Background: an optimization exercise with open tools, aiming at small area. Do not read the settings as production practice.
Function was checked by simulation only, so behaviour that the tests miss may differ from the original.
The clock port is modelled as an ideal driver, which makes a skipped or thinned clock tree look cheaper than it is; a real chip needs a root buffer or a tree.

==> flow/design.v <==
module SAM (str, mode, clk, reset, msg, frame);
	input str;
	input mode;
	input clk;
	input reset;
	output [31:0] msg;
	output reg frame;
	reg [2:0] s;
	reg [5:0] p;
	reg [5:0] z;
	reg [31:0] Ac;
	reg [31:0] Bc;
	wire [2:0] n = z[2:0];
	wire st_n = (s == 3'b000);
	wire st_k = (s == 3'b001);
	wire cfg = mode & ~s[2];
	wire clr = mode & st_n;
	wire shift = mode & st_k;
	wire dec = ~mode & s[2];
	wire [5:0] ng;
	assign ng[0] = (n == 3'd0);
	assign ng[1] = (n == 3'd1);
	assign ng[2] = (n == 3'd2);
	assign ng[3] = (n == 3'd3);
	assign ng[4] = (n == 3'd4);
	assign ng[5] = ~(ng[0] | ng[1] | ng[2] | ng[3] | ng[4]);
	wire tap = (ng[0] & Ac[0]) | (ng[1] & Ac[1]) | (ng[2] & Ac[3]) |
		(ng[3] & Ac[7]) | (ng[4] & Ac[15]) | (ng[5] & Ac[31]);
	wire [31:0] ac_sh = {Ac[30:16], Ac[15] | ng[4], Ac[14:8], Ac[7] | ng[3],
		Ac[6:4], Ac[3] | ng[2], Ac[2], Ac[1] | ng[1], Ac[0] | ng[0],
		~str & tap};
	wire [31:0] bc_sh = {Bc[30:0], ~str & ~tap};
	wire keep = ~shift & ~clr;
	always @(posedge clk) begin
		Ac <= (ac_sh | {32{~shift}}) & (Ac | {32{~keep}});
		Bc <= (bc_sh & {32{shift}}) | (Bc & {32{keep}});
	end
	wire P = s[2] & s[1] & s[0];
	wire Q = s[2] & s[1] & ~s[0];
	assign msg = ~((~{32{Q}} | Ac) & (~{32{P}} | Bc));
	wire [5:0] need = st_n ? 6'b000011 :
		{ng[5], ng[5] | ng[4], ~(ng[0] | ng[1] | ng[2]), ~(ng[0] | ng[1]), ~ng[0], 1'b1};
	wire last = &(p | ~need);
	wire stop = &p[5:2];
	wire bnd = str & (z != 6'd0);
	wire shortp = (p <= 6'd8);
	wire accept = dec & ~stop & bnd & ~shortp;
	wire ob = ({z, 1'b0} <= {1'b0, p});
	wire p_clr = (cfg & last) | accept;
	wire p_inc = cfg | (dec & ~stop);
	wire z_clr = (cfg & st_k & last) | accept;
	wire z_inc = dec & ~stop & ~str;
	always @(posedge clk) begin
		if (z_clr) z <= 6'd0;
		else if (clr) z[2:0] <= {z[1:0], str};
		else if (z_inc) z <= z + 6'd1;
	end
	always @(posedge clk, negedge reset) begin
		if (!reset) begin
			s <= 3'b000;
			p <= 6'd0;
			frame <= 1'b0;
		end
		else begin
			if (p_clr) p <= 6'd0;
			else if (p_inc) p <= p + 6'd1;
			if (cfg & last) s <= st_n ? 3'b001 : 3'b100;
			if (accept) begin
				s[1] <= s[1] | s[0];
				s[0] <= (s[1] | s[0]) ? ob : 1'b1;
			end
			if (dec & (stop | bnd)) frame <= accept;
		end
	end
endmodule
Settings: LEC_CHECK=0, ABC_AREA=1, CAP_MARGIN=20, CORE_MARGIN=2, CORE_UTILIZATION=70, SLEW_MARGIN=20; clock period 10.0 ns.
standard.sh (not shown) runs the stock make flow with config.mk's settings and CLKGATE_MAP_FILE= SYNTH_SCRIPT=/design/flow/synth_recipe.tcl, a recipe that flattens the netlist after the stock synthesis.
==> flow/flow/run.sh <==
#!/bin/bash
# Standard ORFS layout with these changes:
#  - synthesis uses an area-oriented ABC script (flow/abc_area.script)
#    in place of ORFS's own, and leaves adders to ABC (no half-adder cells);
#    registers are left as the standard synthesis makes them
#  - ports are buffered with buf_1
#  - the clock tree is MANUAL_CTS_N clock buffers placed at the centres of
#    their groups of registers (flow/manual_cts.tcl) in place of TritonCTS
set -euo pipefail
W=$(pwd)
S="$W/scripts_own"
rm -rf "$S"
cp -r "$FLOW_HOME/scripts" "$S"
cp "$W/flow/abc_area.script" "$S/abc_area.script"
cp "$W/flow/manual_cts.tcl" "$S/manual_cts.tcl"
grep -q '^log_cmd clock_tree_synthesis {\*}\$cts_args$' "$S/cts.tcl"
sed -i 's|^log_cmd clock_tree_synthesis {\*}\$cts_args$|source $::env(SCRIPTS_DIR)/manual_cts.tcl\nmanual_cts $::env(MANUAL_CTS_BUF) $::env(MANUAL_CTS_N)\nset_propagated_clock [all_clocks]|' "$S/cts.tcl"
export SCRIPTS_DIR="$S"
export MANUAL_CTS_BUF=sky130_fd_sc_hd__buf_8
export MANUAL_CTS_N=4
ADDER_MAP_FILE= bash standard.sh synth > "$W/synth.log" 2>&1
export BUFFER_PORTS_ARGS="-buffer_cell sky130_fd_sc_hd__buf_1"
bash standard.sh > "$W/layout.log" 2>&1
Other scripts of this flow, unchanged in this note and not shown: flow/flow/abc_area.script, flow/flow/manual_cts.tcl
==> next run, changes <==
==> flow/design.v (replaced) <==
module SAM (str, mode, clk, reset, msg, frame);
	input str;
	input mode;
	input clk;
	input reset;
	output [31:0] msg;
	output reg frame;
	reg [2:0] s;
	localparam [2:0] SN = 3'd0;
	localparam [2:0] SK = 3'd1;
	localparam [2:0] S0 = 3'd2;
	localparam [2:0] S1 = 3'd3;
	localparam [2:0] B0 = 3'd6;
	localparam [2:0] B1 = 3'd7;
	reg [5:0] p;
	reg [4:0] z;
	reg [31:0] Ac;
	reg [31:0] Bc;
	wire [2:0] n = z[2:0];
	wire st_n = (s == SN);
	wire st_k = (s == SK);
	wire cfg = mode & (st_n | st_k);
	wire clr = mode & st_n;
	wire shift = mode & st_k;
	wire dec = ~mode & ~(st_n | st_k);
	wire [5:0] ng;
	assign ng[0] = (n == 3'd0);
	assign ng[1] = (n == 3'd1);
	assign ng[2] = (n == 3'd2);
	assign ng[3] = (n == 3'd3);
	assign ng[4] = (n == 3'd4);
	assign ng[5] = ~(ng[0] | ng[1] | ng[2] | ng[3] | ng[4]);
	wire tap = (ng[0] & Ac[0]) | (ng[1] & Ac[1]) | (ng[2] & Ac[3]) |
		(ng[3] & Ac[7]) | (ng[4] & Ac[15]) | (ng[5] & Ac[31]);
	wire [31:0] ac_sh = {Ac[30:16], Ac[15] | ng[4], Ac[14:8], Ac[7] | ng[3],
		Ac[6:4], Ac[3] | ng[2], Ac[2], Ac[1] | ng[1], Ac[0] | ng[0],
		~str & tap};
	wire [31:0] bc_sh = {Bc[30:0], ~str & ~tap};
	wire keep = ~shift & ~clr;
	always @(posedge clk) begin
		Ac <= (ac_sh | {32{~shift}}) & (Ac | {32{~keep}});
		Bc <= (bc_sh & {32{shift}}) | (Bc & {32{keep}});
	end
	wire P = (s == B1);
	wire Q = (s == B0);
	assign msg = ~((~{32{Q}} | Ac) & (~{32{P}} | Bc));
	wire [5:0] need = st_n ? 6'b000011 :
		{ng[5], ng[5] | ng[4], ~(ng[0] | ng[1] | ng[2]), ~(ng[0] | ng[1]), ~ng[0], 1'b1};
	wire last = &(p | ~need);
	wire stop = &p[5:2];
	wire bnd = str & (z != 5'd0);
	wire shortp = (p <= 6'd8);
	wire accept = dec & ~stop & bnd & ~shortp;
	wire ob = ({z, 1'b0} <= p);
	wire p_clr = (cfg & last) | accept;
	wire p_inc = cfg | (dec & ~stop);
	wire z_clr = (cfg & st_k & last) | accept;
	wire z_inc = dec & ~stop & ~str & ~&z;
	always @(posedge clk) begin
		if (z_clr) z <= 5'd0;
		else if (clr) z[2:0] <= {z[1:0], str};
		else if (z_inc) z <= z + 5'd1;
	end
	always @(posedge clk, negedge reset) begin
		if (!reset) begin
			s <= SN;
			p <= 6'd0;
			frame <= 1'b0;
		end
		else begin
			if (p_clr) p <= 6'd0;
			else if (p_inc) p <= p + 6'd1;
			if (cfg & last) s <= st_n ? SK : S0;
			if (accept) begin
				s <= (s == S0) ? S1 : (ob ? B1 : B0);
			end
			if (dec & (stop | bnd)) frame <= accept;
		end
	end
endmodule
Outcome: Die area is lower by 2.1%; routed wire length is lower by 1.6%; hold slack is worse by 0.016 ns; flip-flop and latch count is lower by 1; setup slack is better by 0.075 ns.
In every run of this note, the design's own scripts or RTL, not TritonCTS, make the clock network.

-- separate check: timing with driven ports --
The flow's constraints put no driver on any port. The routed layouts listed below were extracted and timed again, unchanged, in two steps.
Step 1 (the two cells are an assumption about what drives the block):
set clk [get_ports {clk}]
set_driving_cell -lib_cell sky130_fd_sc_hd__clkbuf_16 $clk
set_driving_cell -lib_cell sky130_fd_sc_hd__buf_2 [delete_from_list [all_inputs] $clk]
Step 2, shift: input delay + t, output delay - t, t = (earliest + latest rising clock arrival at the registers) / 2. This alone moves slack from input paths to output paths.
Slacks: no drivers / after step 1 / after step 2; pairs: no drivers / after step 1.
run | shift t [ns] | setup WS [ns] | clock arrival spread, ns | worst slew at a driven data input, ns
the first run | 0.198 | 5.927 / 5.967 / 5.770 | 0.007 / 0.007 | 0.03
the second run | 0.203 | 6.002 / 5.928 / 6.076 | 0.008 / 0.007 | 0.03
After both steps setup and hold are still met in every run listed. For the first run, which loses most, drivers alone change the setup slack by +0.040 ns; drivers and shift together by -0.157 ns.
